From an optimization exercise on the open Yosys and OpenROAD flow, aimed at small area; shortcuts taken in it are not production practice.
Where RTL was checked, it was by simulation tests only, not by an equivalence proof against the original.
No functional check of the RTL was part of runs 4 and 5.
Power figures rest on the tool's default switching activity, not on a simulated workload.

==> flow/run.sh <==
#!/bin/bash
# synth_recipe.tcl (not shown) runs the flow's synth.tcl, then flattens the netlist and writes it again
# the make line also repeats each setting of config.mk as NAME=value (left out here)
make -C /OpenROAD-flow-scripts/flow DESIGN_CONFIG=/design/flow/config.mk WORK_HOME=/design/flow/orfs CLKGATE_MAP_FILE= SYNTH_SCRIPT=/design/flow/synth_recipe.tcl finish
==> flow/config.mk <==
export PLATFORM = sky130hd
export DESIGN_NAME = myDAC
export DESIGN_NICKNAME = myDAC
export VERILOG_FILES = /design/flow/design.v
export SDC_FILE = /design/flow/constraint.sdc
export NUM_CORES = 4
export LEC_CHECK = 0
export ABC_AREA = 1
export CAP_MARGIN = 20
export CORE_MARGIN = 2
export CORE_UTILIZATION = 55
export SLEW_MARGIN = 20
==> flow/design.v <==
`timescale 1ns / 1ps
`timescale 1ns / 1ps
`timescale 1ns / 1ps
module create_frequency(input clock, input rst, input [18:0] limit, output tick);
reg [18:0] count;
reg phase;
wire wrap = (count >= limit);
assign tick = wrap && !phase;
always @(posedge clock) begin
    if (rst) begin
        count <= 0;
        phase <= 0;
    end
    else if (wrap) begin
        count <= 0;
        phase <= ~phase;
    end
    else
        count <= count + 1'b1;
end
endmodule
`timescale 1ns / 1ps
module set_frequency(input clk, input rst, input en_4hz, input [8:0] pre,
input [3:0] placeValue,
output reg [3:0] one, output reg [3:0] ten, output reg [3:0] hundred,
output reg [3:0] thousand, output reg [18:0] limit);
localparam [18:0] N = 19'd500000;
reg [13:0] f;             
reg [18:0] cand0, cand1, cand2, cand3;
reg [13:0] r;
wire onehot = (placeValue == 4'b0001) || (placeValue == 4'b0010) ||
              (placeValue == 4'b0100) || (placeValue == 4'b1000);
wire [1:0] pv = {placeValue[3] | placeValue[2], placeValue[3] | placeValue[1]};
wire [1:0] k = en_4hz ? pv : pre[6:5];
reg [3:0] digit;
reg wrap;
reg [13:0] delta;
always @(*) begin
    case (k)
        2'd0: begin digit = one;      wrap = (one == 4'd9);      delta = wrap ? -14'd9   : 14'd1;    end
        2'd1: begin digit = ten;      wrap = (ten == 4'd9);      delta = wrap ? -14'd90  : 14'd10;   end
        2'd2: begin digit = hundred;  wrap = (hundred == 4'd9);  delta = wrap ? -14'd900 : 14'd100;  end
        default: begin digit = thousand; wrap = (thousand == 4'd8); delta = wrap ? -14'd8000 : 14'd1000; end
    endcase
end
wire [13:0] fnext = f + delta;
wire [3:0] dnext = wrap ? 4'd0 : digit + 1'b1;
wire [13:0] d = {fnext[13:1], fnext[0] | (fnext == 14'd0)};
wire [4:0] s = pre[4:0];
wire active = (pre[8:7] == 2'b01);
wire stepping = active && (s != 5'd0) && (s <= 5'd19);
wire nbit = N[5'd19 - s];
wire [14:0] a = {r, nbit};
wire [15:0] diff = {1'b0, a} - {2'b00, d};
wire ge = !diff[15];
always @(posedge clk) begin
    if (active && s == 5'd0)
        r <= 14'd0;
    else if (stepping)
        r <= ge ? diff[13:0] : a[13:0];
end
always @(posedge clk) begin
    if (stepping) begin
        case (pre[6:5])
            2'd0: cand0 <= {cand0[17:0], ge};
            2'd1: cand1 <= {cand1[17:0], ge};
            2'd2: cand2 <= {cand2[17:0], ge};
            default: cand3 <= {cand3[17:0], ge};
        endcase
    end
end
always @(posedge clk) begin
    if (rst) begin
        one <= 4'd0;
        ten <= 4'd0;
        hundred <= 4'd0;
        thousand <= 4'd1;
        f <= 14'd1000;
        limit <= 19'd500;
    end
    else if (en_4hz && onehot) begin
        f <= fnext;
        case (pv)
            2'd0: begin one <= dnext;      limit <= cand0; end
            2'd1: begin ten <= dnext;      limit <= cand1; end
            2'd2: begin hundred <= dnext;  limit <= cand2; end
            default: begin thousand <= dnext; limit <= cand3; end
        endcase
    end
end
endmodule
`timescale 1ns / 1ps
`timescale 1ns / 1ps
`timescale 1ns / 1ps
module create_pulse(input valid, input [6:0] step, input [1:0] sel,
input [5:0] maxi, input [5:0] mini, input [3:0] duty_ten, input [3:0] duty_one,
output [11:0] value);
wire [5:0] amp = maxi - mini;
wire [6:0] sine_v;
wire [5:0] saw_h;
wire [6:0] tri_h;
sine_tab t0(step, sine_v);
saw_step t1(amp, saw_h);
tri_step t2(amp, tri_h);
wire is_sine = (sel == 2'd0);
wire is_pulse = (sel == 2'd1);
wire is_tri = (sel == 2'd2);
wire down = (step >= 7'd50);
wire [6:0] step50 = down ? step - 7'd50 : step;
wire [6:0] duty = {duty_ten, 3'b000} + {duty_ten, 1'b0} + duty_one;
wire high = (step < duty);
wire [6:0] x = is_sine ? sine_v : (is_tri ? tri_h : {1'b0, saw_h});
wire [6:0] y = is_sine ? {1'b0, amp} : (is_tri ? step50 : step);
wire [11:0] p = is_pulse ? 12'd0 : x * y;
wire neg = is_pulse ? high : (is_tri & down);
wire [5:0] base = neg ? maxi : mini;
wire [11:0] b124 = {base, 7'd0} - {base, 2'd0};
wire [11:0] v = neg ? b124 - p : b124 + p;
assign value = valid ? v : 12'd0;
endmodule
`timescale 1ns / 1ps
module sine_tab(input [6:0] a, output reg [6:0] y);
always @(*) begin
    case (a)
        7'd0: y = 7'd62;
        7'd1: y = 7'd66;
        7'd2: y = 7'd70;
        7'd3: y = 7'd74;
        7'd4: y = 7'd77;
        7'd5: y = 7'd81;
        7'd6: y = 7'd85;
        7'd7: y = 7'd88;
        7'd8: y = 7'd92;
        7'd9: y = 7'd95;
        7'd10: y = 7'd98;
        7'd11: y = 7'd102;
        7'd12: y = 7'd104;
        7'd13: y = 7'd107;
        7'd14: y = 7'd110;
        7'd15: y = 7'd112;
        7'd16: y = 7'd114;
        7'd17: y = 7'd116;
        7'd18: y = 7'd118;
        7'd19: y = 7'd120;
        7'd20: y = 7'd121;
        7'd21: y = 7'd122;
        7'd22: y = 7'd123;
        7'd23: y = 7'd124;
        7'd24: y = 7'd124;
        7'd25: y = 7'd124;
        7'd26: y = 7'd124;
        7'd27: y = 7'd124;
        7'd28: y = 7'd123;
        7'd29: y = 7'd122;
        7'd30: y = 7'd121;
        7'd31: y = 7'd120;
        7'd32: y = 7'd118;
        7'd33: y = 7'd116;
        7'd34: y = 7'd114;
        7'd35: y = 7'd112;
        7'd36: y = 7'd110;
        7'd37: y = 7'd107;
        7'd38: y = 7'd104;
        7'd39: y = 7'd102;
        7'd40: y = 7'd98;
        7'd41: y = 7'd95;
        7'd42: y = 7'd92;
        7'd43: y = 7'd88;
        7'd44: y = 7'd85;
        7'd45: y = 7'd81;
        7'd46: y = 7'd77;
        7'd47: y = 7'd74;
        7'd48: y = 7'd70;
        7'd49: y = 7'd66;
        7'd50: y = 7'd62;
        7'd51: y = 7'd58;
        7'd52: y = 7'd54;
        7'd53: y = 7'd50;
        7'd54: y = 7'd47;
        7'd55: y = 7'd43;
        7'd56: y = 7'd39;
        7'd57: y = 7'd36;
        7'd58: y = 7'd32;
        7'd59: y = 7'd29;
        7'd60: y = 7'd26;
        7'd61: y = 7'd22;
        7'd62: y = 7'd20;
        7'd63: y = 7'd17;
        7'd64: y = 7'd14;
        7'd65: y = 7'd12;
        7'd66: y = 7'd10;
        7'd67: y = 7'd8;
        7'd68: y = 7'd6;
        7'd69: y = 7'd4;
        7'd70: y = 7'd3;
        7'd71: y = 7'd2;
        7'd72: y = 7'd1;
        7'd73: y = 7'd0;
        7'd74: y = 7'd0;
        7'd75: y = 7'd0;
        7'd76: y = 7'd0;
        7'd77: y = 7'd0;
        7'd78: y = 7'd1;
        7'd79: y = 7'd2;
        7'd80: y = 7'd3;
        7'd81: y = 7'd4;
        7'd82: y = 7'd6;
        7'd83: y = 7'd8;
        7'd84: y = 7'd10;
        7'd85: y = 7'd12;
        7'd86: y = 7'd14;
        7'd87: y = 7'd17;
        7'd88: y = 7'd20;
        7'd89: y = 7'd22;
        7'd90: y = 7'd26;
        7'd91: y = 7'd29;
        7'd92: y = 7'd32;
        7'd93: y = 7'd36;
        7'd94: y = 7'd39;
        7'd95: y = 7'd43;
        7'd96: y = 7'd47;
        7'd97: y = 7'd50;
        7'd98: y = 7'd54;
        7'd99: y = 7'd58;
        default: y = 7'd0;
    endcase
end
endmodule
`timescale 1ns / 1ps
module saw_step(input [5:0] a, output reg [5:0] y);
always @(*) begin
    case (a)
        6'd0: y = 6'd0;
        6'd1: y = 6'd1;
        6'd2: y = 6'd2;
        6'd3: y = 6'd3;
        6'd4: y = 6'd5;
        6'd5: y = 6'd6;
        6'd6: y = 6'd7;
        6'd7: y = 6'd8;
        6'd8: y = 6'd10;
        6'd9: y = 6'd11;
        6'd10: y = 6'd12;
        6'd11: y = 6'd13;
        6'd12: y = 6'd15;
        6'd13: y = 6'd16;
        6'd14: y = 6'd17;
        6'd15: y = 6'd18;
        6'd16: y = 6'd20;
        6'd17: y = 6'd21;
        6'd18: y = 6'd22;
        6'd19: y = 6'd23;
        6'd20: y = 6'd25;
        6'd21: y = 6'd26;
        6'd22: y = 6'd27;
        6'd23: y = 6'd28;
        6'd24: y = 6'd30;
        6'd25: y = 6'd31;
        6'd26: y = 6'd32;
        6'd27: y = 6'd33;
        6'd28: y = 6'd35;
        6'd29: y = 6'd36;
        6'd30: y = 6'd37;
        6'd31: y = 6'd38;
        6'd32: y = 6'd40;
        6'd33: y = 6'd41;
        default: y = 6'd0;
    endcase
end
endmodule
`timescale 1ns / 1ps
module tri_step(input [5:0] a, output reg [6:0] y);
always @(*) begin
    case (a)
        6'd0: y = 7'd0;
        6'd1: y = 7'd2;
        6'd2: y = 7'd5;
        6'd3: y = 7'd7;
        6'd4: y = 7'd10;
        6'd5: y = 7'd12;
        6'd6: y = 7'd15;
        6'd7: y = 7'd17;
        6'd8: y = 7'd20;
        6'd9: y = 7'd22;
        6'd10: y = 7'd25;
        6'd11: y = 7'd27;
        6'd12: y = 7'd30;
        6'd13: y = 7'd32;
        6'd14: y = 7'd35;
        6'd15: y = 7'd37;
        6'd16: y = 7'd40;
        6'd17: y = 7'd43;
        6'd18: y = 7'd45;
        6'd19: y = 7'd48;
        6'd20: y = 7'd50;
        6'd21: y = 7'd53;
        6'd22: y = 7'd55;
        6'd23: y = 7'd58;
        6'd24: y = 7'd60;
        6'd25: y = 7'd63;
        6'd26: y = 7'd65;
        6'd27: y = 7'd68;
        6'd28: y = 7'd70;
        6'd29: y = 7'd73;
        6'd30: y = 7'd75;
        6'd31: y = 7'd78;
        6'd32: y = 7'd80;
        6'd33: y = 7'd83;
        default: y = 7'd0;
    endcase
end
endmodule
`timescale 1ns / 1ps
`timescale 1ns / 1ps
module display_7segment(input [1:0] count, input [2:0] mode, input is_pulse,
input [5:0] maxi, input [5:0] mini, input [3:0] duty_ten, input [3:0] duty_one,
input [3:0] f_one, input [3:0] f_ten, input [3:0] f_hundred, input [3:0] f_thousand,
output [11:0] segSeven);
    localparam [4:0] S_U = 5'd16, S_A = 5'd17, S_H = 5'd18, S_L = 5'd19,
                     S_O = 5'd20, S_D = 5'd21, S_C = 5'd22, S_BAR = 5'd23;
    reg [5:0] v;
    reg [1:0] tens;
    reg [3:0] ones;
    always @(*) begin
        case (mode[1:0])
            2'b00: v = maxi - mini;
            2'b10: v = maxi;
            default: v = mini;
        endcase
        if (v >= 6'd30) tens = 2'd3;
        else if (v >= 6'd20) tens = 2'd2;
        else if (v >= 6'd10) tens = 2'd1;
        else tens = 2'd0;
        ones = v - tens * 4'd10;
    end
    reg [4:0] sym;
    reg dpo;
    reg [1:0] pos;
    always @(*) begin
        sym = S_BAR;
        dpo = 1'b1;
        pos = count;
        case (mode)
            3'b000, 3'b001, 3'b010, 3'b111:
                case (count)
                    2'd0: sym = S_U;
                    2'd1: sym = {1'b0, ones};
                    2'd2: begin sym = {3'b000, tens}; dpo = 1'b0; end
                    default: case (mode)
                        3'b000: sym = S_A;
                        3'b001: sym = S_L;
                        3'b010: sym = S_H;
                        default: sym = S_O;
                    endcase
                endcase
            3'b011:
                case (count)
                    2'd0: sym = {1'b0, f_one};
                    2'd1: sym = {1'b0, f_ten};
                    2'd2: sym = {1'b0, f_hundred};
                    default: sym = {1'b0, f_thousand};
                endcase
            3'b110:
                if (is_pulse)
                    case (count)
                        2'd0: sym = {1'b0, duty_one};
                        2'd1: sym = {1'b0, duty_ten};
                        2'd2: begin sym = S_D; pos = 2'd3; end
                        default: begin sym = S_C; pos = 2'd2; end
                    endcase
            default: ;
        endcase
    end
    reg [6:0] segs;
    always @(*) begin
        case (sym)
            5'd0: segs = 7'h40;
            5'd1: segs = 7'h79;
            5'd2: segs = 7'h24;
            5'd3: segs = 7'h30;
            5'd4: segs = 7'h19;
            5'd5: segs = 7'h12;
            5'd6: segs = 7'h02;
            5'd7: segs = 7'h78;
            5'd8: segs = 7'h00;
            5'd9: segs = 7'h18;
            S_U: segs = 7'h41;
            S_A: segs = 7'h08;
            S_H: segs = 7'h09;
            S_L: segs = 7'h47;
            S_O: segs = 7'h1C;
            S_D: segs = 7'h21;
            S_C: segs = 7'h27;
            default: segs = 7'h77;
        endcase
    end
    assign segSeven = {~(4'b0001 << pos), dpo, segs};
endmodule
`timescale 1ns / 1ps
`timescale 1ns / 1ps
module DA2RefComp(input clk,input rst,input en_clk,input dac_rst,
output D1,output D2,output CLK_OUT,output nSYNC,
input [11:0] DATA1,input [11:0] DATA2,input START,output DONE);
localparam [1:0] Idle = 2'd0, ShiftOut = 2'd1, SyncData = 2'd2;
reg [1:0] current_state;
reg [1:0] next_state;
reg [11:0] data1;
reg [11:0] data2;
reg clk_div;
reg [3:0] shiftCounter;
wire clk_div_rise = en_clk && !dac_rst && !clk_div;
always @(posedge clk) begin
    if (rst || dac_rst)
        clk_div <= 1'b0;
    else if (en_clk)
        clk_div <= ~clk_div;
end
assign CLK_OUT = clk_div;
always @(posedge clk) begin
    if (rst) begin
        shiftCounter <= 4'd0;
        data1 <= 12'd0;
        data2 <= 12'd0;
    end
    else if (clk_div_rise) begin
        if (current_state == Idle) begin
            shiftCounter <= 4'd0;
            data1 <= DATA1;
            data2 <= DATA2;
        end
        else if (current_state == ShiftOut)
            shiftCounter <= shiftCounter + 1'b1;
    end
end
wire [15:0] word1 = {4'b0000, data1};
wire [15:0] word2 = {4'b0000, data2};
assign D1 = word1[~shiftCounter];
assign D2 = word2[~shiftCounter];
always @(posedge clk) begin
    if (rst || dac_rst)
        current_state <= Idle;
    else if (clk_div_rise)
        current_state <= next_state;
end
assign DONE = (current_state == Idle);
assign nSYNC = (current_state != ShiftOut);
always @(*) begin
    next_state = current_state;
    case (current_state)
        Idle: if (START) next_state = ShiftOut;
        ShiftOut: if (shiftCounter == 4'hF) next_state = SyncData;
        SyncData: if (!START) next_state = Idle;
        default: next_state = Idle;
    endcase
end
endmodule
`timescale 1ns / 1ps
module myDAC(input CLOCK,input rst,input [3:0] frequencyPlaceValue,
input [3:0] dutycycle,
input minOrMax,input [2:0] mode,input [1:0] waveform,
input btnC,input btnD,input btnL,
input btnR,input btnU,
input load_B,
output [3:0] an, output dp, output [6:0] seg,
output [3:0] JA,output LED,output warning);
reg [8:0] pre;
always @(posedge CLOCK) begin
    if (rst) pre <= 9'd8;
    else pre <= pre + 1'b1;
end
wire HALF_TICK = (pre[1:0] == 2'b01);
wire TICK_4HZ = (pre == 9'd263);
wire [1:0] scan = pre[5:4];
reg [5:0] start_cnt;
reg START;
wire start_wrap = start_cnt[5] & start_cnt[4] & start_cnt[1];    
always @(posedge CLOCK) begin
    if (rst) begin
        start_cnt <= 6'd0;
        START <= 1'b0;
    end
    else if (start_wrap) begin
        start_cnt <= 6'd0;
        START <= ~START;
    end
    else
        start_cnt <= start_cnt + 1'b1;
end
reg [4:0] q1, q2;
always @(posedge CLOCK) begin
    if (rst) begin
        q1 <= 5'd0;
        q2 <= 5'd0;
    end
    else if (TICK_4HZ) begin
        q1 <= {btnC, btnD, btnL, btnR, btnU};
        q2 <= q1;
    end
end
wire [4:0] pulse = q1 & ~q2;
wire RESET = pulse[4];
wire PULSE_D = pulse[3];
wire PULSE_L = pulse[2];
wire PULSE_R = pulse[1];
wire PULSE_U = pulse[0];
wire [3:0] f_one, f_ten, f_hundred, f_thousand;
wire [18:0] limit_A;
set_frequency f1(CLOCK, rst, TICK_4HZ, pre, frequencyPlaceValue,
    f_one, f_ten, f_hundred, f_thousand, limit_A);
reg [3:0] duty_ten, duty_one;
wire [3:0] dsel = (dutycycle > 4'd9) ? 4'd0 : dutycycle;
always @(posedge CLOCK) begin
    if (rst) begin
        duty_ten <= 4'd5;
        duty_one <= 4'd0;
    end
    else if (TICK_4HZ && PULSE_R) begin
        if (duty_ten == dsel && duty_one != 4'd9)
            duty_one <= duty_one + 1'b1;
        else begin
            duty_ten <= dsel;
            duty_one <= 4'd0;
        end
    end
end
reg [5:0] maxi, mini;
wire [5:0] span = maxi - mini;
wire wide = (span >= 6'd2);
always @(posedge CLOCK) begin
    if (rst) begin
        maxi <= 6'd33;
        mini <= 6'd0;
    end
    else if (TICK_4HZ) begin
        if (!minOrMax) begin
            if (PULSE_U && !PULSE_D) begin
                if (wide) mini <= mini + 1'b1;
            end
            else if (!PULSE_U && PULSE_D) begin
                if (mini != 6'd0) mini <= mini - 1'b1;
            end
        end
        else begin
            if (PULSE_U && !PULSE_D) begin
                if (maxi != 6'd33) maxi <= maxi + 1'b1;
            end
            else if (!PULSE_U && PULSE_D) begin
                if (wide) maxi <= maxi - 1'b1;
            end
        end
    end
end
reg [5:0] maxi_B, mini_B;
reg [3:0] dutyB_ten, dutyB_one;
reg [3:0] fB_one, fB_ten, fB_hundred, fB_thousand;
reg [18:0] limit_B;
reg [1:0] wave_B;
always @(posedge CLOCK) begin
    if (rst) begin
        maxi_B <= 6'd33;
        mini_B <= 6'd0;
        dutyB_ten <= 4'd5;
        dutyB_one <= 4'd0;
        fB_one <= 4'd0;
        fB_ten <= 4'd0;
        fB_hundred <= 4'd0;
        fB_thousand <= 4'd1;
        limit_B <= 19'd500;
        wave_B <= 2'd0;
    end
    else if (TICK_4HZ && load_B && PULSE_L) begin
        maxi_B <= maxi;
        mini_B <= mini;
        dutyB_ten <= duty_ten;
        dutyB_one <= duty_one;
        fB_one <= f_one;
        fB_ten <= f_ten;
        fB_hundred <= f_hundred;
        fB_thousand <= f_thousand;
        limit_B <= limit_A;
        wave_B <= waveform;
    end
end
wire tick_A, tick_B;
create_frequency cA(CLOCK, rst, limit_A, tick_A);
create_frequency cB(CLOCK, rst, limit_B, tick_B);
reg valid_A, valid_B;
reg [6:0] step_A, step_B;
reg [5:0] smax_A, smin_A, smax_B, smin_B;
reg [3:0] sdt_A, sdo_A, sdt_B, sdo_B;
always @(posedge CLOCK) begin
    if (rst) begin
        valid_A <= 1'b0;
        step_A <= 7'd0;
        smax_A <= 6'd0;
        smin_A <= 6'd0;
        sdt_A <= 4'd0;
        sdo_A <= 4'd0;
    end
    else if (tick_A) begin
        valid_A <= 1'b1;
        step_A <= (!valid_A || step_A == 7'd99) ? 7'd0 : step_A + 1'b1;
        smax_A <= maxi;
        smin_A <= mini;
        sdt_A <= duty_ten;
        sdo_A <= duty_one;
    end
end
wire nvalid_B = valid_B | tick_B;
wire [6:0] nstep_B = !tick_B ? step_B : ((!valid_B || step_B == 7'd99) ? 7'd0 : step_B + 1'b1);
wire [5:0] nsmax_B = tick_B ? maxi_B : smax_B;
wire [5:0] nsmin_B = tick_B ? mini_B : smin_B;
wire [3:0] nsdt_B = tick_B ? dutyB_ten : sdt_B;
wire [3:0] nsdo_B = tick_B ? dutyB_one : sdo_B;
always @(posedge CLOCK) begin
    if (rst) begin
        valid_B <= 1'b0;
        step_B <= 7'd0;
        smax_B <= 6'd0;
        smin_B <= 6'd0;
        sdt_B <= 4'd0;
        sdo_B <= 4'd0;
    end
    else begin
        valid_B <= nvalid_B;
        step_B <= nstep_B;
        smax_B <= nsmax_B;
        smin_B <= nsmin_B;
        sdt_B <= nsdt_B;
        sdo_B <= nsdo_B;
    end
end
wire use_A = HALF_TICK;
wire [11:0] wave_value;
create_pulse w(use_A ? valid_A : nvalid_B, use_A ? step_A : nstep_B,
    use_A ? waveform : wave_B, use_A ? smax_A : nsmax_B, use_A ? smin_A : nsmin_B,
    use_A ? sdt_A : nsdt_B, use_A ? sdo_A : nsdo_B, wave_value);
reg [11:0] data_B;
always @(posedge CLOCK) begin
    if (pre[1:0] == 2'b00)
        data_B <= wave_value;
end
wire [11:0] DATA_A = wave_value;
wire [11:0] DATA_B = data_B;
wire [11:0] segSeven;
display_7segment s4(scan, mode, load_B ? (wave_B == 2'd1) : (waveform == 2'd1),
    load_B ? maxi_B : maxi, load_B ? mini_B : mini,
    load_B ? dutyB_ten : duty_ten, load_B ? dutyB_one : duty_one,
    load_B ? fB_one : f_one, load_B ? fB_ten : f_ten,
    load_B ? fB_hundred : f_hundred, load_B ? fB_thousand : f_thousand,
    segSeven);
assign an = segSeven[11:8];
assign dp = segSeven[7];
assign seg = segSeven[6:0];
assign warning = load_B;
DA2RefComp MY_BASIC_DAC (
 .clk(CLOCK),
 .rst(rst),
 .en_clk(HALF_TICK),
 .START(START),
 .dac_rst(RESET),
 .D1(JA[1]),
 .D2(JA[2]),
 .CLK_OUT(JA[3]),
 .nSYNC(JA[0]),
 .DATA1(DATA_A),
 .DATA2(DATA_B),
 .DONE(LED)
);
endmodule
==> flow/constraint.sdc <==
create_clock -name core_clock -period 110.0 [get_ports {CLOCK}]
set_input_delay 22.0000 -clock core_clock [delete_from_list [all_inputs] [get_ports {CLOCK}]]
set_output_delay 22.0000 -clock core_clock [all_outputs]
set_load 0.01 [all_outputs]
==> impl_metrics.toml, run 1 <==
[clocking]
clkTransAtPathRegs_ps = 60
cts_sinks = 381
ctsHoldBuffers = 0
cts_resized = 0
cts_root_buf = "clkbuf_16"
htreeDepth = 2
clock_path_buffers = 3
numCtsBuffers = 41
clkLatencyLatePin_ps = 570
cts_tree = "built"
cts_setup_buffers = 0

[cells_and_area]
nFillCells = 4020
drive_gt1_share_pct = 5.24
fin_area_um2 = 26300
fin_cells = 3848
syn_to_final_growth_pct = 9.16
fin_nets = 3480

[logic_synthesis]
async_flop_share_pct = 0
synthTopCellsByArea = "dfxtp_1 (24%), edfxtp_1 (11%), ha_1 (10%), nand2_1 (9.2%), o21ai_0 (7.0%)"
yosysSeqAreaShare_pct = 35.3
syn_nets = 3485
yosysTopAreaCellShare_pct = 24.4
synth_area_per_cell_um2 = 7.44
yosys_most_used_dff = "dfxtp_1"
synth-edff-count = 88
syn_area_um2 = 24100
synth-seq-cells = 381
synth_cell_types = 68
syn_inst = 3235
ys_top_cells_by_count = "nand2_1 (591), inv_1 (428), o21ai_0 (339)"
synth.most_common_cell = "nand2_1"
synth_top_cell_by_area = "dfxtp_1"
synth_warnings = 8

[drt]
wl_per_cell_um = 15.8
routed_via_density = 5.51
drc = 0
drtPass1Iterations = 5
drt_iter0_drc = 1467
vias = 21200
routed_wl_mm = 60.7
ant_nets = 0

[timing]
rsz0062_at_grt = "false"
period_needed_ps = 49590
max_freq_mhz = 20.2
skew_ps = 21.3
relSlewSlack_pct = 26.5
fin_crit_sh_pct = 45.1
hold_viol = 0
tns_ps = 0
worst_slew_pin_slew_ps = 1090
finalSetupViolations = 0
slew_viol_final = 0

[power_and_ir_drop]
power_mw = 0.408
power.density_nw_per_um2 = 15.5
p_leak_nw = 11.6
irDropWorstVdd_uv = 21.7

[critical_path]
crit_path_max_fanout = 45
crit_end = "seg[1]"
worst_r2r_path_depth = 49
critPathCaptureType = "output pin"
reg2reg_to = "data_B[11]"
timing.rr.start = "cB.count[16]"
cp_data_arrival_time_ps = 27590
cp.required_ps = 88000
worstSetupPathType = "in -> out"
cp-startpoint = "load_B"
reg2reg_setup_slack_ps = 98740
start_kind = "primary input"

[placement]
gp_congestion = 0.941
place_area_um2 = 24900
place.port_buffers = 39
dpl.hpwl_mm = 44.8
placed_cells = 3772

[status]
status = "timing/DRC/antenna clean"

[floorplan]
initial_core_util_pct = 55.8
rows = 76
die_x_um = 213
io_pins = 40
die_h_um = 213
die_area_um2 = 45500
fp.coreArea_um2 = 43200

[flow_run]
maxCapViolations = 0

[grt]
grt_antenna_before_repair = 1
grt_pass1_vias = 19900
grt_pass1_wl_mm = 99.2
gr-total-overflow = 0
grt_max_degree = 95
grt_usage_pct = 26.8

[min_path]
hold_path_class = "reg -> reg"
min_path_cells = 0
## how the worst min path moves through the flow
stage,to,from
after CTS,f1.cand3[8],f1.cand3[7]
after floorplan,start_cnt[0],start_cnt[0]
after global placement,f1.cand1[3],f1.cand1[2]
after global routing,f1.cand3[8],f1.cand3[7]
final,f1.cand1[3],f1.cand1[2]
after detailed placement,f1.cand1[3],f1.cand1[2]
## per-stage QoR
| stage | hold slack [ps] | util (%) | setup WS, ps |
|---|---|---|---|
| after global routing | 448 | 60.9 | 59910 |
| after detailed placement | 428 | 57.7 | 60530 |
| after global placement | 426 | 57.7 | 60640 |
| after CTS | 444 | 60.9 | 60500 |
| after floorplan | 418 | - | 61760 |
| final | 445 | 60.9 | 60410 |
## cells in the final DEF, fill, tap and decap left out, types with 9 or more instances in the layout
| cell type | netlist | layout |
|---|---|---|
| nand2_4 | 14 | 14 |
| nand3_1 | 124 | 124 |
| nand4_1 | 15 | 15 |
| inv_1 | 428 | 427 |
| ha_1 | 194 | 194 |
| nand3_2 | 12 | 12 |
| buf_4 | 6 | 18 |
| a211oi_1 | 9 | 9 |
| dfxtp_1 | 293 | 293 |
| clkdlybuf4s50_1 | 0 | 38 |
| o211ai_1 | 27 | 27 |
| o21ai_0 | 339 | 339 |
| inv_2 | 14 | 14 |
| or2_2 | 14 | 14 |
| nand2_1 | 591 | 591 |
| nand2_2 | 15 | 15 |
| clkbuf_1 | 81 | 12 |
| nor3_1 | 47 | 42 |
| xnor2_1 | 25 | 25 |
| nor3b_1 | 17 | 17 |
| clkbuf_16 | 0 | 42 |
| a22o_1 | 17 | 17 |
| nor2_1 | 293 | 292 |
| o21bai_1 | 12 | 12 |
| fa_1 | 34 | 34 |
| xor2_1 | 56 | 56 |
| edfxtp_1 | 88 | 88 |
| a31oi_1 | 24 | 24 |
| a21oi_1 | 317 | 317 |
| o21ai_1 | 15 | 15 |
## cell type report
type / count / area (um2) / share of cell area, %
Timing Repair Buffer: 57 / 520 / 1.98
Inverter: 448 / 1690 / 6.43
Tap cell: 585 / 732 / 2.79
Clock inverter: 15 / 200 / 0.762
Clock buffer: 60 / 1180 / 4.49
Sequential cell: 381 / 8510 / 32.4
Antenna cell: 1 / 2.50 / 0.00952
Multi-Input combinational cell: 2301 / 13400 / 51.2
## report_power, final
| group | internal (mW) | switching (mW) |
|---|---|---|
| Combinational | 0.0440 | 0.0783 |
| Clock | 0.0842 | 0.0570 |
| Sequential | 0.144 | 0.000623 |
| Total | 0.272 | 0.136 |
## routing by layer
layer	routed length, um	GRT usage [%]
met5	0	0
met4	1660	8.74
met3	2720	3.56
met2	28600	45.5
met1	27700	35.3
## cells by family after synthesis
family	after synthesis	share of synthesized area (%)
AO/OA/AOI/OAI	817	18.6
XOR/XNOR	81	2.95
adder cells (fa/ha/maj)	228	12.9
buffers and inverters	553	8.92
flip-flops	381	35.3
multiplexers	4	0.166
AND/OR/NAND/NOR	1171	21.1
## sequential cells by signal (all words and copies together), names as in the netlist, 19 cells and up
signal    flops
f1.cand3     19
cB.count     19
f1.limit     19
f1.cand0     19
cA.count     19
f1.cand2     19
limit_B      19
f1.cand1     19
## worst max-delay path, cell delays in order
cell,delay [ps]
clkdlybuf4s50_1,450
buf_4,350
o21ai_0,220
ha_1,250
fa_1,420
o21ai_0,190
a21oi_1,100
or2_2,280
a31oi_1,190
inv_1,80
a21oi_1,140
nor2_1,110
nand2_1,70
nand2_1,100
ha_1,210
inv_1,60
fa_1,400
nand2_1,80
o21ai_0,80
a21oi_1,190
nand3_1,300
inv_2,240
nand2_1,70
nand2_1,90
a21oi_1,60
a22oi_1,270
clkdlybuf4s50_1,590
==> run 2, diff against run 1 <==
--- a/flow/config.mk
+++ b/flow/config.mk
@@ -9,4 +9,6 @@
 export CAP_MARGIN = 20
 export CORE_MARGIN = 2
 export CORE_UTILIZATION = 55
+export CTS_BUF_LIST = sky130_fd_sc_hd__clkbuf_4
+export CTS_CLUSTER_SIZE = 30
 export SLEW_MARGIN = 20
==> run 2 against run 1 <==
Synthesized area unchanged. Global-route usage up 0.25 points. Critical path depth unchanged. Via count up 2.0%. Largest power group unchanged. Sequential cell count unchanged. Critical path type unchanged. Power down 3.8%. Wire length up 0.84%. Clock power down 11%. Core utilization down 0.17 points. First-iteration DRC count down 5.2%.
==> impl_metrics.toml, run 2 <==
[timing]
worst_hold_slack_ps = 419
period_needed_ps = 49590
finalSetupViolations = 0
fin_crit_sh_pct = 45.1
hold_viol = 0
max_freq_mhz = 20.2
tns_ps = 0
rsz0062_at_grt = "false"
skew_ps = 98.5
relSlewSlack_pct = 27.7
slew_viol_final = 0
worst_slew_pin_slew_ps = 1080

[critical_path]
critPathMostFrequentCell = "nand2_1"
crit_path_max_fanout = 45
cp-startpoint = "load_B"
crit_end = "seg[1]"
timing.rr.start = "limit_B[16]"
critPathCaptureType = "output pin"
slowest_stage = "clkdlybuf4s50_1"
slowest_delay_ps = 600
reg2reg_setup_slack_ps = 98740
cp.required_ps = 88000
start_kind = "primary input"
worstSetupPathType = "in -> out"
reg2reg_to = "data_B[11]"
cp_data_arrival_time_ps = 27590
worst_r2r_path_depth = 50

[logic_synthesis]
synth_cell_types = 68
synth_area_per_cell_um2 = 7.44
yosysTopAreaCellShare_pct = 24.4
ys_top_cells_by_count = "nand2_1 (591), inv_1 (428), o21ai_0 (339)"
synthTopCellsByArea = "dfxtp_1 (24%), edfxtp_1 (11%), ha_1 (10%), nand2_1 (9.2%), o21ai_0 (7.0%)"
yosysSeqAreaShare_pct = 35.3
synth_top_cell_by_area = "dfxtp_1"
yosys_most_used_dff = "dfxtp_1"
synth-edff-count = 88
async_flop_share_pct = 0
synth_warnings = 8
syn_area_um2 = 24100
synth.most_common_cell = "nand2_1"
syn_inst = 3235
syn_nets = 3485
synth-seq-cells = 381

[clocking]
htreeDepth = 3
cts_root_buf = "clkbuf_4"
numCtsBuffers = 102
ctsHoldBuffers = 0
clkLatencyLatePin_ps = 870
cts_sinks = 381
cts_resized = 0
cts_setup_buffers = 0
clkTransAtPathRegs_ps = 70
cts_tree = "built"
clock_path_buffers = 3

[placement]
gp_congestion = 0.941
placed_cells = 3772
place.port_buffers = 39
dpl.hpwl_mm = 44.8
place_area_um2 = 24900

[cells_and_area]
final-seq-area_um2 = 8510
drive_gt1_share_pct = 7.97
multi_input_area_um2 = 13400
nFillCells = 4061
final_common_cell = "nand2_1"
fin_nets = 3541
fin_area_um2 = 26200
mostFrequentLayoutCells = "nand2_1 (591), inv_1 (427), o21ai_0 (339), a21oi_1 (317), dfxtp_1 (293)"
fin_cells = 3952
syn_to_final_growth_pct = 8.87

[floorplan]
die_h_um = 213
die_x_um = 213
rows = 76
fp.coreArea_um2 = 43200
die_area_um2 = 45500
io_pins = 40
initial_core_util_pct = 55.8

[drt]
routed_via_density = 5.48
routed_wl_mm = 61.2
vias = 21700
wl_per_cell_um = 15.5
ant_nets = 0
drc = 0
drtPass1Iterations = 6
drt_iter0_drc = 1390

[grt]
grt_max_degree = 95
gr-total-overflow = 0
grt_pass1_wl_mm = 99.9
grt_pass1_vias = 20400
grt_antenna_before_repair = 2
grt_usage_pct = 27.0

[min_path]
hold_path_class = "reg -> reg"

[power_and_ir_drop]
power.density_nw_per_um2 = 15.0
p_leak_nw = 11.7
power_mw = 0.392
irDropWorstVdd_uv = 16.5

[status]
status = "timing/DRC/antenna clean"

[flow_run]
maxCapViolations = 0
run 2: where the power goes:
| part | internal [mW] | switching, mW | total (mW) |
|---|---|---|---|
| clock network | 0.0657 | 0.0602 | 0.126 |
| logic | 0.0440 | 0.0782 | 0.122 |
| registers | 0.144 | 0.000627 | 0.144 |
| total | 0.253 | 0.139 | 0.392 |
run 2: per-stage QoR:
step | worst slack, ps | utilization (%)
6_report | 60410 | 60.7
5_1_grt | 59920 | 60.7
4_1_cts | 60510 | 60.7
3_5_place_dp | 60530 | 57.7
3_3_place_gp | 60640 | 57.7
2_1_floorplan | 61760 | -
run 2: critical path: cells and delay by family:
kind | cells | cell delay (ps)
buf+inv | 6 | 1770
compound gates | 9 | 1470
fa+ha+maj | 4 | 1270
simple gates | 8 | 1090
run 2: cell families after synthesis:
logic type      count (synthesis)  share of synthesized area [%]
compound gates                817                           18.6
flops                         381                           35.3
mux                             4                          0.166
xor+xnor                       81                           2.95
fa+ha+maj                     228                           12.9
buf+inv                       553                           8.92
simple gates                 1171                           21.1
run 2: worst min path at each step:
| stage | from | slack, ps | endpoint | depth (start not counted) |
|---|---|---|---|---|
| global placement | f1.cand1[2] | 430 | f1.cand1[3] | 0 |
| CTS | f1.cand3[10] | 420 | f1.cand3[11] | 0 |
| floorplan | start_cnt[0] | 420 | start_cnt[0] | 1 |
| detailed placement | f1.cand1[2] | 430 | f1.cand1[3] | 0 |
| global route | f1.cand3[10] | 450 | f1.cand3[11] | 0 |
| finish | f1.cand3[10] | 420 | f1.cand3[11] | 0 |
run 2: layer usage:
metal | GRT usage (%) | up-vias | wire [um]
met4 | 10.6 | 0 | 1900
li1 | - | 10900 | -
met1 | 34.9 | 10000 | 27700
met5 | 0 | - | 0
met2 | 45.4 | 555 | 28700
met3 | 4.25 | 127 | 2890
run 2: layout make-up:
cell class	count	share of cell area (%)
inverters	448	6.45
clock buffers	145	4.15
repair buffers	57	1.99
clock inverters	31	0.807
flip-flops and latches	381	32.5
well taps	585	2.79
diodes	4	0.0382
multi-input cells	2301	51.3
==> run 3, diff against run 2 <==
--- a/flow/config.mk
+++ b/flow/config.mk
@@ -9,6 +9,5 @@
 export CAP_MARGIN = 20
 export CORE_MARGIN = 2
 export CORE_UTILIZATION = 55
-export CTS_BUF_LIST = sky130_fd_sc_hd__clkbuf_4
-export CTS_CLUSTER_SIZE = 30
+export CTS_BUF_LIST = sky130_fd_sc_hd__clkbuf_2 sky130_fd_sc_hd__clkbuf_4 sky130_fd_sc_hd__clkbuf_8
 export SLEW_MARGIN = 20
==> run 3 against run 2 <==
Still clean on timing, DRC and antenna. Clock skew is 47 ps lower. Sequential cell count stayed put. Fmax hardly changed. Cell count is 1.4% lower. Critical endpoint unchanged. Largest power group is now clock. Highest routed layer unchanged.
==> impl_metrics.toml, run 3 <==
[status]
status = "timing/DRC/antenna clean"

[timing]
skew_ps = 51.3
finalSetupViolations = 0
relSlewSlack_pct = 30.0
hold_viol = 0
max_freq_mhz = 20.1
worst_slew_pin_slew_ps = 1040
tns_ps = 0
period_needed_ps = 49630
fin_crit_sh_pct = 45.1
rsz0062_at_grt = "false"
slew_viol_final = 0

[clocking]
cts_root_buf = "clkbuf_8"
clkTransAtPathRegs_ps = 50
numCtsBuffers = 68
ctsHoldBuffers = 0
cts_resized = 0
clkLatencyLatePin_ps = 690
cts_tree = "built"
cts_sinks = 381
htreeDepth = 3
cts_setup_buffers = 0
clock_path_buffers = 3

[critical_path]
reg2reg_to = "data_B[11]"
cp.required_ps = 88000
cp-startpoint = "load_B"
crit_end = "seg[1]"
critPathCaptureType = "output pin"
timing.rr.start = "cB.count[16]"
crit_path_max_fanout = 45
reg2reg_setup_slack_ps = 98780
worstSetupPathType = "in -> out"
start_kind = "primary input"
worst_r2r_path_depth = 49
cp_data_arrival_time_ps = 27630

[drt]
ant_nets = 0
routed_via_density = 5.48
drt_iter0_drc = 1433
routed_wl_mm = 61.1
drtPass1Iterations = 7
drc = 0
vias = 21400
wl_per_cell_um = 15.7

[cells_and_area]
mostFrequentLayoutCells = "nand2_1 (591), inv_1 (427), o21ai_0 (339), a21oi_1 (317), dfxtp_1 (293)"
multi_input_area_um2 = 13400
nFillCells = 4010
fin_cells = 3895
syn_to_final_growth_pct = 9.73
final-seq-area_um2 = 8510
fin_area_um2 = 26400
drive_gt1_share_pct = 6.86
fin_nets = 3507
final_util_pct = 61.2
final_common_cell = "nand2_1"

[logic_synthesis]
syn_nets = 3485
synth-seq-cells = 381
synth.most_common_cell = "nand2_1"
yosys_most_used_dff = "dfxtp_1"
synth_warnings = 8
ys_top_cells_by_count = "nand2_1 (591), inv_1 (428), o21ai_0 (339)"
yosysTopAreaCellShare_pct = 24.4
synth_cell_types = 68
syn_inst = 3235
synth-edff-count = 88
synth_top_cell_by_area = "dfxtp_1"
syn_area_um2 = 24100
synth_area_per_cell_um2 = 7.44
synthTopCellsByArea = "dfxtp_1 (24%), edfxtp_1 (11%), ha_1 (10%), nand2_1 (9.2%), o21ai_0 (7.0%)"
async_flop_share_pct = 0
yosysSeqAreaShare_pct = 35.3

[min_path]
min_path_cells = 1
hold_path_class = "reg -> reg"

[flow_run]
maxCapViolations = 0

[grt]
grt_usage_pct = 27.1
grt_pass1_wl_mm = 99.9
grt_pass1_vias = 20100
grt_antenna_before_repair = 1
gr-total-overflow = 0
grt_max_degree = 95

[power_and_ir_drop]
p_leak_nw = 11.7
power_switching_mw = 0.143
power_frac_seq_pct = 34.9
pwr-share-clk_pct = 35.5
p_int_mw = 0.271
pwr-share-comb_pct = 29.6
sw_frac_of_total_pct = 34.5
irDropWorstVdd_uv = 17.5
power.density_nw_per_um2 = 15.7

[floorplan]
die_area_um2 = 45500
fp.coreArea_um2 = 43200
rows = 76
die_x_um = 213
initial_core_util_pct = 55.8
die_h_um = 213
io_pins = 40

[placement]
gp_congestion = 0.941
place.port_buffers = 39
placed_cells = 3772
place_area_um2 = 24900
dpl.hpwl_mm = 44.8
## run 3: changes by cell type in the layout (fill, tap and decap cells not counted), moves of 3 or more
cell / delta
clkbuf_4: -123
inv_12: +3
diode_2: -3
clkbuf_8: +75
bufinv_16: +3
clkinv_1: -13
## run 3: critical path, cell delays in order
cell	delay (ps)
clkdlybuf4s50_1	450
buf_4	350
o21ai_0	220
ha_1	250
fa_1	420
o21ai_0	190
a21oi_1	100
or2_2	280
a31oi_1	200
inv_1	80
a21oi_1	140
nor2_1	110
nand2_1	70
nand2_1	100
ha_1	210
inv_1	60
fa_1	400
nand2_1	80
o21ai_0	80
a21oi_1	200
nand3_1	300
inv_2	230
nand2_1	70
nand2_1	90
a21oi_1	60
a22oi_1	290
clkdlybuf4s50_1	600
## run 3: how the worst min path moves through the flow
stage,startpoint,to,slack [ps]
after CTS,f1.cand3[17],f1.cand3[18],440
after global placement,f1.cand1[2],f1.cand1[3],430
after global routing,f1.cand1[2],f1.cand1[3],450
after floorplan,start_cnt[0],start_cnt[0],420
after detailed placement,f1.cand1[2],f1.cand1[3],430
final,start_cnt[0],start_cnt[0],440
## run 3: cells by family after synthesis
group	after synthesis	synth area share (%)
compound gates	817	18.6
xor+xnor	81	2.95
fa+ha+maj	228	12.9
buf+inv	553	8.92
flops	381	35.3
mux	4	0.166
simple gates	1171	21.1
## run 3: routing by layer
metal | vias to the layer above | global-route usage [%] | part of all wire [%]
met5 | - | 0 | 0
met4 | 0 | 9.94 | 3.0
met3 | 126 | 4.38 | 4.4
met1 | 9912 | 35.3 | 46
li1 | 10800 | - | -
met2 | 507 | 45.3 | 47
## run 3: power groups by stage
stage                     Clock, mW  Sequential (mW)  Combinational [mW]
final                         0.147            0.144               0.123
after global placement            0            0.147               0.120
after CTS                     0.150            0.144               0.124
after global routing          0.156            0.144               0.142
after detailed placement          0            0.147               0.122
after floorplan                   0            0.147              0.0947
## run 3: stage by stage
step | total power, mW | hold WS, ps | setup slack [ps]
finish | 0.414 | 442 | 60370
global route | 0.442 | 451 | 59920
CTS | 0.418 | 435 | 60510
detailed placement | 0.270 | 428 | 60530
global placement | 0.267 | 426 | 60640
floorplan | 0.242 | 418 | 61760
## run 3: layout make-up
class	instances	area share, %
inverter	448	6.40
timing repair buffer	57	1.97
multi-input combinational	2301	50.9
clock inverter	25	1.20
clock buffer	97	4.53
sequential	381	32.2
antenna	1	0.00948
tap	585	2.77
==> run 4, diff against run 3 <==
--- a/flow/design.v
+++ b/flow/design.v
@@ -47,28 +47,24 @@
 wire [3:0] dnext = wrap ? 4'd0 : digit + 1'b1;
 wire [13:0] d = {fnext[13:1], fnext[0] | (fnext == 14'd0)};
 wire [4:0] s = pre[4:0];
-wire active = (pre[8:7] == 2'b01);
-wire stepping = active && (s != 5'd0) && (s <= 5'd19);
-wire nbit = N[5'd19 - s];
-wire [14:0] a = {r, nbit};
+wire active = (pre[8:7] == 2'b01) && (s <= 5'd18);
+wire nbit = N[5'd18 - s];
+wire [14:0] a = {(s == 5'd0) ? 14'd0 : r, nbit};
 wire [15:0] diff = {1'b0, a} - {2'b00, d};
 wire ge = !diff[15];
+always @(posedge clk)
+    r <= ge ? diff[13:0] : a[13:0];
+wire [1:0] j = pre[6:5];
 always @(posedge clk) begin
-    if (active && s == 5'd0)
-        r <= 14'd0;
-    else if (stepping)
-        r <= ge ? diff[13:0] : a[13:0];
-end
-always @(posedge clk) begin
-    if (stepping) begin
-        case (pre[6:5])
-            2'd0: cand0 <= {cand0[17:0], ge};
-            2'd1: cand1 <= {cand1[17:0], ge};
-            2'd2: cand2 <= {cand2[17:0], ge};
-            default: cand3 <= {cand3[17:0], ge};
-        endcase
-    end
-end
+    cand0 <= {cand0[17:0], (active && j == 2'd0) ? ge : cand0[18]};
+    cand1 <= {cand1[17:0], (active && j == 2'd1) ? ge : cand1[18]};
+    cand2 <= {cand2[17:0], (active && j == 2'd2) ? ge : cand2[18]};
+    cand3 <= {cand3[17:0], (active && j == 2'd3) ? ge : cand3[18]};
+end
+wire [18:0] q0 = {cand0[1:0], cand0[18:2]};
+wire [18:0] q1 = {cand1[7:0], cand1[18:8]};
+wire [18:0] q2 = {cand2[13:0], cand2[18:14]};
+wire [18:0] q3 = {cand3[0], cand3[18:1]};
 always @(posedge clk) begin
     if (rst) begin
         one <= 4'd0;
@@ -81,10 +77,10 @@
     else if (en_4hz && onehot) begin
         f <= fnext;
         case (pv)
-            2'd0: begin one <= dnext;      limit <= cand0; end
-            2'd1: begin ten <= dnext;      limit <= cand1; end
-            2'd2: begin hundred <= dnext;  limit <= cand2; end
-            default: begin thousand <= dnext; limit <= cand3; end
+            2'd0: begin one <= dnext;      limit <= q0; end
+            2'd1: begin ten <= dnext;      limit <= q1; end
+            2'd2: begin hundred <= dnext;  limit <= q2; end
+            default: begin thousand <= dnext; limit <= q3; end
         endcase
     end
 end
@@ -93,7 +89,7 @@
 `timescale 1ns / 1ps
 `timescale 1ns / 1ps
 module create_pulse(input valid, input [6:0] step, input [1:0] sel,
-input [5:0] maxi, input [5:0] mini, input [3:0] duty_ten, input [3:0] duty_one,
+input [5:0] maxi, input [5:0] mini, input high,
 output [11:0] value);
 wire [5:0] amp = maxi - mini;
 wire [6:0] sine_v;
@@ -107,8 +103,6 @@
 wire is_tri = (sel == 2'd2);
 wire down = (step >= 7'd50);
 wire [6:0] step50 = down ? step - 7'd50 : step;
-wire [6:0] duty = {duty_ten, 3'b000} + {duty_ten, 1'b0} + duty_one;
-wire high = (step < duty);
 wire [6:0] x = is_sine ? sine_v : (is_tri ? tri_h : {1'b0, saw_h});
 wire [6:0] y = is_sine ? {1'b0, amp} : (is_tri ? step50 : step);
 wire [11:0] p = is_pulse ? 12'd0 : x * y;
@@ -587,54 +581,50 @@
 reg valid_A, valid_B;
 reg [6:0] step_A, step_B;
 reg [5:0] smax_A, smin_A, smax_B, smin_B;
-reg [3:0] sdt_A, sdo_A, sdt_B, sdo_B;
+reg high_A, high_B;
+wire [6:0] nstep_A = (!valid_A || step_A == 7'd99) ? 7'd0 : step_A + 1'b1;
 always @(posedge CLOCK) begin
     if (rst) begin
         valid_A <= 1'b0;
         step_A <= 7'd0;
         smax_A <= 6'd0;
         smin_A <= 6'd0;
-        sdt_A <= 4'd0;
-        sdo_A <= 4'd0;
+        high_A <= 1'b0;
     end
     else if (tick_A) begin
         valid_A <= 1'b1;
-        step_A <= (!valid_A || step_A == 7'd99) ? 7'd0 : step_A + 1'b1;
+        step_A <= nstep_A;
         smax_A <= maxi;
         smin_A <= mini;
-        sdt_A <= duty_ten;
-        sdo_A <= duty_one;
+        high_A <= (nstep_A < {duty_ten, 3'b000} + {duty_ten, 1'b0} + duty_one);
     end
 end
 wire nvalid_B = valid_B | tick_B;
 wire [6:0] nstep_B = !tick_B ? step_B : ((!valid_B || step_B == 7'd99) ? 7'd0 : step_B + 1'b1);
 wire [5:0] nsmax_B = tick_B ? maxi_B : smax_B;
 wire [5:0] nsmin_B = tick_B ? mini_B : smin_B;
-wire [3:0] nsdt_B = tick_B ? dutyB_ten : sdt_B;
-wire [3:0] nsdo_B = tick_B ? dutyB_one : sdo_B;
+wire nhigh_B = tick_B ? (nstep_B < {dutyB_ten, 3'b000} + {dutyB_ten, 1'b0} + dutyB_one) : high_B;
 always @(posedge CLOCK) begin
     if (rst) begin
         valid_B <= 1'b0;
         step_B <= 7'd0;
         smax_B <= 6'd0;
         smin_B <= 6'd0;
-        sdt_B <= 4'd0;
-        sdo_B <= 4'd0;
+        high_B <= 1'b0;
     end
     else begin
         valid_B <= nvalid_B;
         step_B <= nstep_B;
         smax_B <= nsmax_B;
         smin_B <= nsmin_B;
-        sdt_B <= nsdt_B;
-        sdo_B <= nsdo_B;
+        high_B <= nhigh_B;
     end
 end
 wire use_A = HALF_TICK;
 wire [11:0] wave_value;
 create_pulse w(use_A ? valid_A : nvalid_B, use_A ? step_A : nstep_B,
     use_A ? waveform : wave_B, use_A ? smax_A : nsmax_B, use_A ? smin_A : nsmin_B,
-    use_A ? sdt_A : nsdt_B, use_A ? sdo_A : nsdo_B, wave_value);
+    use_A ? high_A : nhigh_B, wave_value);
 reg [11:0] data_B;
 always @(posedge CLOCK) begin
     if (pre[1:0] == 2'b00)
--- a/flow/config.mk
+++ b/flow/config.mk
@@ -9,5 +9,4 @@
 export CAP_MARGIN = 20
 export CORE_MARGIN = 2
 export CORE_UTILIZATION = 55
-export CTS_BUF_LIST = sky130_fd_sc_hd__clkbuf_2 sky130_fd_sc_hd__clkbuf_4 sky130_fd_sc_hd__clkbuf_8
 export SLEW_MARGIN = 20
==> run 4 against run 3 <==
First-iteration DRC count is 4.5% lower. Still clean on timing, DRC and antenna. Largest power group is now combinational logic. Wire length increased by 0.83%. Critical endpoint is now seg[4]. Cell count shrank 2.4%.
==> impl_metrics.toml, run 4 <==
[logic_synthesis]
synth_top_cell_by_area = "dfxtp_1"
synth_warnings = 8
yosysSeqAreaShare_pct = 32.0
synth-edff-count = 12
synth_cell_types = 69
yosysTopAreaCellShare_pct = 30.4
syn_nets = 3506
ys_top_cells_by_count = "nand2_1 (574), inv_1 (476), dfxtp_1 (355)"
yosys_most_used_dff = "dfxtp_1"
synthTopCellsByArea = "dfxtp_1 (30%), ha_1 (11%), nand2_1 (9.2%), inv_1 (7.7%), o21ai_0 (6.5%)"
syn_area_um2 = 23300
syn_inst = 3243
synth-seq-cells = 367
synth.most_common_cell = "nand2_1"
async_flop_share_pct = 0
synth_area_per_cell_um2 = 7.20

[timing]
rsz0062_at_grt = "false"
worst_slew_pin_slew_ps = 1040
skew_ps = 32.1
period_needed_ps = 49740
finalWorstSetupSlack_ps = 60260
relSlewSlack_pct = 30.2
hold_viol = 0
slew_viol_final = 0
tns_ps = 0
fin_crit_sh_pct = 45.2
max_freq_mhz = 20.1
finalSetupViolations = 0

[cells_and_area]
nFillCells = 4000
antenna-diode-count = 0
final_common_cell = "nand2_1"
mostFrequentLayoutCells = "nand2_1 (574), inv_1 (475), dfxtp_1 (355), o21ai_0 (302), nor2_1 (290)"
syn_to_final_growth_pct = 8.63
fin_cells = 3803
fin_nets = 3495
drive_gt1_share_pct = 5.58
fin_area_um2 = 25400

[drt]
wl_met3_mm = 2.92
routed_via_density = 5.54
drc = 0
drt_iter0_drc = 1368
wl_per_cell_um = 16.2
drtPass1Iterations = 5
vias = 21100
drt-met1-wl_mm = 28.8
routed_wl_mm = 61.6
met2RoutedLength_mm = 28.1
top_layer = "met4"
ant_nets = 0

[min_path]
min_path_cells = 0
hold_path_end = "f1.cand1[11]"
hold_path_class = "reg -> reg"
hp-start = "f1.cand1[10]"

[clocking]
clkTransAtPathRegs_ps = 60
clock_path_buffers = 3
cts_setup_buffers = 0
numCtsBuffers = 40
cts_tree = "built"
clkLatencyLatePin_ps = 570
ctsHoldBuffers = 0
cts_resized = 0
cts_root_buf = "clkbuf_16"
htreeDepth = 2
cts_sinks = 367

[floorplan]
rows = 75
die_x_um = 210
initial_core_util_pct = 55.7
io_pins = 40
die_h_um = 210
fp.coreArea_um2 = 41900
die_area_um2 = 44100

[critical_path]
reg2reg_to = "data_B[11]"
critPathCaptureType = "output pin"
critPathMostFrequentCell = "nand2_1"
cp.required_ps = 88000
slowest_delay_ps = 600
path_buf_inv = 7
cpLargestDelayFamily = "buffers and inverters"
worst_r2r_path_depth = 57
slowest_stage = "clkdlybuf4s50_1"
reg2reg_setup_slack_ps = 99290
timing.rr.start = "limit_B[14]"
cp_data_arrival_time_ps = 27740
start_kind = "primary input"
worstSetupPathType = "in -> out"
crit_path_max_fanout = 51

[power_and_ir_drop]
pwr-share-comb_pct = 43.4
power.density_nw_per_um2 = 19.1
sw_frac_of_total_pct = 39.4
irDropWorstVdd_uv = 26.2
pwr-share-clk_pct = 27.8
p_leak_nw = 11.8
power_frac_seq_pct = 28.7
p_int_mw = 0.294
power_switching_mw = 0.191
power_mw = 0.485

[placement]
placed_cells = 3729
post-place-ws_ps = 60450
dpl.hpwl_mm = 46.3
place_area_um2 = 24000
place.port_buffers = 39
gp_congestion = 0.933

[grt]
gr-total-overflow = 0
grt_pass1_wl_mm = 101
grt_antenna_before_repair = 0
grt_pass1_vias = 19800
grt_max_degree = 101
grt_usage_pct = 27.9

[status]
status = "timing/DRC/antenna clean"

[flow_run]
maxCapViolations = 0
-- run 4: changes by cell type in the layout (fill, tap and decap cells not counted), moves of 37 or more --
cell,before,now
o21ai_0,339,302
clkbuf_8,75,10
edfxtp_1,88,12
inv_1,427,475
dfxtp_1,293,355
clkbuf_16,0,40
-- run 4: worst max-delay path by stage --
stage	from	to	slack, ps	depth (start not counted)
CTS	load_B	seg[1]	60430	25
finish	load_B	seg[4]	60260	26
floorplan	load_B	seg[1]	61610	25
global route	load_B	seg[4]	59720	26
detailed placement	load_B	seg[1]	60450	25
global placement	load_B	seg[1]	60550	25
-- run 4: kinds of logic (layout without fill, tap and decap cells) --
kind of cell	Yosys count	in the layout	share of synthesized area, %
buffers and inverters	595	616	9.97
AOI/OAI and AO/OA	770	770	18.6
DFF	367	367	32.0
and+or+nand+nor	1185	1185	22.2
adders and majority gates	241	241	14.1
muxes	1	1	0.0429
xor gates and xnor gates	84	84	3.15
-- run 4: power groups by stage --
stage / clock network, mW / logic [mW] / registers (mW)
final: 0.135 / 0.210 / 0.139
after global routing: 0.143 / 0.245 / 0.140
after CTS: 0.137 / 0.211 / 0.139
after detailed placement: 0 / 0.209 / 0.142
after global placement: 0 / 0.205 / 0.142
after floorplan: 0 / 0.168 / 0.142
-- run 4: final cells by class --
cell class              instances  area (um2)  area share (%)
clock buffers                  55        1160            4.56
inverters                     491        1840            7.27
flip-flops and latches        367        7470            29.4
multi-input cells            2281       13600            53.5
repair buffers                 51         475            1.87
well taps                     539         674            2.66
clock inverters                19         181           0.715
-- run 4: layer usage --
metal | track usage [%] | vias to the layer above
li1 | - | 10600
met1 | 37.8 | 9792
met2 | 46.3 | 507
met3 | 3.62 | 113
met4 | 9.29 | 0
met5 | 0 | -
-- run 4: per-stage QoR --
stage          hold slack, ps  util [%]
6_report                  347      60.5
3_3_place_gp              330      57.3
5_1_grt                   351      60.5
3_5_place_dp              332      57.3
4_1_cts                   348      60.4
2_1_floorplan             326         -
==> run 5, diff against run 4 <==
==> flow/flow/run.sh (new file) <==
#!/bin/bash
# Standard synthesis, then the combinational logic is re-mapped for area
# with a stronger ABC script (flip-flops untouched), then the standard
# layout from that netlist.
set -euo pipefail
W=$PWD
R=$W/orfs/results/$FLOW_PLATFORM/myDAC/base
bash standard.sh synth > $W/synth_standard.log 2>&1
cp $R/1_2_yosys.v $W/standard_1_2_yosys.v
LIB=$FLOW_HOME/platforms/sky130hd/lib/sky130_fd_sc_hd__tt_025C_1v80.lib \
DONTUSE=$W/flow/dontuse.txt IN_V=$W/standard_1_2_yosys.v TOP=$FLOW_TOP OUTDIR=$W \
OUT_V=$W/reopt_1_2_yosys.v ABC_SCRIPT=$W/flow/area.abc \
  yosys -c $W/flow/reopt.tcl > $W/reopt.log 2>&1
cp $W/reopt_1_2_yosys.v $R/1_2_yosys.v
rm -f $R/1_synth.odb
bash standard.sh > $W/layout_standard.log 2>&1
==> flow/flow/area.abc (new file) <==
strash
&get -n
&fraig -x
&put
scorr
dc2
dretime
strash
&get -n
&dch -f
&nf -R 1000
&put
==> flow/flow/dontuse.txt (new file) <==
-dont_use sky130_fd_sc_hd__lpflow_bleeder_1 -dont_use sky130_fd_sc_hd__lpflow_clkbufkapwr_1 -dont_use sky130_fd_sc_hd__lpflow_clkbufkapwr_16 -dont_use sky130_fd_sc_hd__lpflow_clkbufkapwr_2 -dont_use sky130_fd_sc_hd__lpflow_clkbufkapwr_4 -dont_use sky130_fd_sc_hd__lpflow_clkbufkapwr_8 -dont_use sky130_fd_sc_hd__lpflow_clkinvkapwr_1 -dont_use sky130_fd_sc_hd__lpflow_clkinvkapwr_16 -dont_use sky130_fd_sc_hd__lpflow_clkinvkapwr_2 -dont_use sky130_fd_sc_hd__lpflow_clkinvkapwr_4 -dont_use sky130_fd_sc_hd__lpflow_clkinvkapwr_8 -dont_use sky130_fd_sc_hd__lpflow_decapkapwr_12 -dont_use sky130_fd_sc_hd__lpflow_decapkapwr_3 -dont_use sky130_fd_sc_hd__lpflow_decapkapwr_4 -dont_use sky130_fd_sc_hd__lpflow_decapkapwr_6 -dont_use sky130_fd_sc_hd__lpflow_decapkapwr_8 -dont_use sky130_fd_sc_hd__lpflow_inputiso0n_1 -dont_use sky130_fd_sc_hd__lpflow_inputiso0p_1 -dont_use sky130_fd_sc_hd__lpflow_inputiso1n_1 -dont_use sky130_fd_sc_hd__lpflow_inputiso1p_1 -dont_use sky130_fd_sc_hd__lpflow_inputisolatch_1 -dont_use sky130_fd_sc_hd__lpflow_isobufsrc_1 -dont_use sky130_fd_sc_hd__lpflow_isobufsrc_16 -dont_use sky130_fd_sc_hd__lpflow_isobufsrc_2 -dont_use sky130_fd_sc_hd__lpflow_isobufsrc_4 -dont_use sky130_fd_sc_hd__lpflow_isobufsrc_8 -dont_use sky130_fd_sc_hd__lpflow_isobufsrckapwr_16 -dont_use sky130_fd_sc_hd__lpflow_lsbuf_lh_hl_isowell_tap_1 -dont_use sky130_fd_sc_hd__lpflow_lsbuf_lh_hl_isowell_tap_2 -dont_use sky130_fd_sc_hd__lpflow_lsbuf_lh_hl_isowell_tap_4 -dont_use sky130_fd_sc_hd__lpflow_lsbuf_lh_isowell_4 -dont_use sky130_fd_sc_hd__lpflow_lsbuf_lh_isowell_tap_1 -dont_use sky130_fd_sc_hd__lpflow_lsbuf_lh_isowell_tap_2 -dont_use sky130_fd_sc_hd__lpflow_lsbuf_lh_isowell_tap_4 -dont_use sky130_fd_sc_hd__probe_p_8 -dont_use sky130_fd_sc_hd__probec_p_8 
==> flow/flow/reopt.tcl (new file) <==
# Re-map the combinational logic of the standard synthesis netlist for area.
# Flip-flops stay as they are (same instances, names and cell types).
yosys -import
set lib $::env(LIB)
set dont [exec cat $::env(DONTUSE)]
read_liberty -wb -ignore_miss_func $lib
blackbox =sky130_fd_sc_hd__df* =sky130_fd_sc_hd__edf* =sky130_fd_sc_hd__sdf* =sky130_fd_sc_hd__sedf* =sky130_fd_sc_hd__dl*
read_verilog $::env(IN_V)
hierarchy -top $::env(TOP)
flatten -wb
opt -purge
eval abc -liberty $lib $dont -script $::env(ABC_SCRIPT)
opt_clean -purge
hilomap -singleton -hicell sky130_fd_sc_hd__conb_1 HI -locell sky130_fd_sc_hd__conb_1 LO
insbuf -buf sky130_fd_sc_hd__buf_4 A X
splitnets
opt_clean -purge
tee -o $::env(OUTDIR)/reopt_stat.txt stat -liberty $lib
write_verilog -noattr -nohex -nodec $::env(OUT_V)
==> flow/standard.sh (new file) <==
#!/bin/bash
# synth_recipe.tcl (not shown) runs the flow's synth.tcl, then flattens the netlist and writes it again
# the make line also repeats each setting of config.mk as NAME=value (left out here)
make -C /OpenROAD-flow-scripts/flow DESIGN_CONFIG=/design/flow/config.mk WORK_HOME=/design/flow/orfs CLKGATE_MAP_FILE= SYNTH_SCRIPT=/design/flow/synth_recipe.tcl "${@:-finish}"
removed: flow/run.sh
==> run 5 against run 4 <==
Synthesized area shrank 17%. Clock-buffer cell count shrank 1. Synthesized cell count shrank 25%. Global-route usage shrank 0.90 points. Via count shrank 16%. Worst setup slack lost 530 ps. Critical endpoint is now seg[2]. Highest routed layer unchanged.
==> impl_metrics.toml, run 5 <==
[status]
status = "timing/DRC/antenna clean"

[power_and_ir_drop]
irDropWorstVdd_uv = 22.3
p_leak_nw = 8.07
power_mw = 0.394
power.density_nw_per_um2 = 18.0

[critical_path]
worstSetupPathType = "in -> out"
crit_path_max_fanout = 32
worst_r2r_path_depth = 55
cp_data_arrival_time_ps = 28270
critPathCaptureType = "output pin"
cp.required_ps = 88000
start_kind = "primary input"

[cells_and_area]
mostFrequentLayoutCells = "dfxtp_1 (355), nor2_1 (326), nand2_1 (302), a21oi_1 (236), o21ai_0 (141)"
final_common_cell = "dfxtp_1"
antenna-diode-count = 0
syn_to_final_growth_pct = 12.8
drive_gt1_share_pct = 3.72
final_util_pct = 63.1
fin_nets = 2545
fin_cells = 3007
fin_area_um2 = 21900

[timing]
slew_viol_final = 0
worst_hold_slack_ps = 338
finalWorstSetupSlack_ps = 59730
skew_ps = 20.7
worst_slew_pin_slew_ps = 1060
tns_ps = 0
hold_viol = 0
relSlewSlack_pct = 29.2
period_needed_ps = 50270
fin_crit_sh_pct = 45.7
max_freq_mhz = 19.9
finalSetupViolations = 0
rsz0062_at_grt = "false"

[floorplan]
die_h_um = 192
rows = 68
io_pins = 40
die_area_um2 = 36700
initial_core_util_pct = 56.0
die_x_um = 192
fp.coreArea_um2 = 34600

[flow_run]
maxCapViolations = 0

[logic_synthesis]
syn_nets = 2442
synth_warnings = 8
syn_area_um2 = 19400
syn_inst = 2420
synth_area_per_cell_um2 = 8.01

[clocking]
clkTransAtPathRegs_ps = 60
clkLatencyLatePin_ps = 550
cts_root_buf = "clkbuf_16"
cts_tree = "built"
numCtsBuffers = 39
cts_resized = 0
clock_path_buffers = 3
cts_sinks = 367
htreeDepth = 2
cts_setup_buffers = 0
ctsHoldBuffers = 0

[drt]
ant_nets = 0
drtPass1Iterations = 8
routed_wl_mm = 49.9
drt_iter0_drc = 1051
wl_per_cell_um = 16.6
drc = 0
routed_via_density = 5.91
vias = 17800

[grt]
grt_max_degree = 72
grt_pass1_vias = 16700
grt_antenna_before_repair = 0
grt_pass1_wl_mm = 82.3
gr-total-overflow = 0
grt_usage_pct = 27.0

[placement]
dpl.hpwl_mm = 35.9
place.port_buffers = 39
gp_congestion = 0.891
post-place-ws_ps = 59770
place_area_um2 = 20500
placed_cells = 2936

[min_path]
min_path_cells = 0
hold_path_class = "reg -> reg"
## run 5: layer usage
metal	GRT usage [%]	share of wire (%)	vias to the layer above
met5	0	0	-
met4	7.43	2.3	0
met3	3.65	4.3	85
met2	47.8	48	435
met1	34.4	45	8305
li1	-	-	8956
## run 5: worst paths after layout
path	startpoint	to	slack (ps)
worst max-delay path	load_B	seg[2]	59730
worst min register to register	f1.cand3[6]	f1.cand3[7]	340
worst max register to register	limit_B[10]	MY_BASIC_DAC.data1[11]	97530
worst min-delay path	f1.cand3[6]	f1.cand3[7]	340
## run 5: worst max-delay path, stage by stage
cell             delay (ps)
clkdlybuf4s50_1         450
buf_4                   360
mux2i_1                 380
clkinv_1                130
maj3_1                  390
maj3_1                  400
a21oi_1                 260
xnor2_1                 100
o21ai_0                 350
nor3_1                  100
a221oi_1                300
o31a_1                  200
o21ai_0                 210
xnor2_1                 210
xnor2_1                 140
o21ai_0                 730
clkinv_1                240
nand2_1                 140
a21oi_1                 150
o31a_1                  190
nor3_1                  220
clkdlybuf4s50_1         580
## run 5: cell type report
type,count,area [um2]
Fill cell,3057,12800
Multi-Input combinational cell,1971,11600
Sequential cell,367,7470
Clock buffer,54,1090
Timing Repair Buffer,64,576
Tap cell,455,569
Inverter,80,300
Clock inverter,16,231
## run 5: power breakdown
part / switching (mW) / internal [mW]
Sequential: 0.00205 / 0.138
Clock: 0.0547 / 0.0796
Combinational: 0.0744 / 0.0451

==> what the ideal ports hide <==
No port has a modelled driver above. Below, the same layouts with a new extraction and two added sets of constraints.
Step 1 sets driving cells, clkbuf_16 on the clock port and buf_2 on the other inputs (assumed; they add their load-dependent delay and slew).
Step 2 times the ports against the registers' clock, not the clock port: input delays grow and output delays shrink by t, the midpoint of the rising clock arrivals with the driver on.
Slacks: ideal / step 1 / step 2; pairs: ideal / step 1.
run	t, ns	setup slack, ns	worst setup path after step 2	slew at the worst register clock pin (ns)	worst data-port slew with drivers (ns)
run 1	0.619	60.413 / 60.389 / 60.389	input to output	0.06 / 0.06	0.10
run 2	0.881	60.413 / 60.389 / 60.389	input to output	0.08 / 0.08	0.10
run 3	0.709	60.371 / 60.347 / 60.347	input to output	0.07 / 0.07	0.10
run 4	0.614	60.260 / 60.226 / 60.226	input to output	0.06 / 0.06	0.08
run 5	0.597	59.726 / 59.699 / 59.699	input to output	0.06 / 0.06	0.07
After both steps setup and hold are still met in every run listed. For run 4, which loses most, drivers alone change the setup slack by -0.034 ns; drivers and shift together by -0.034 ns.
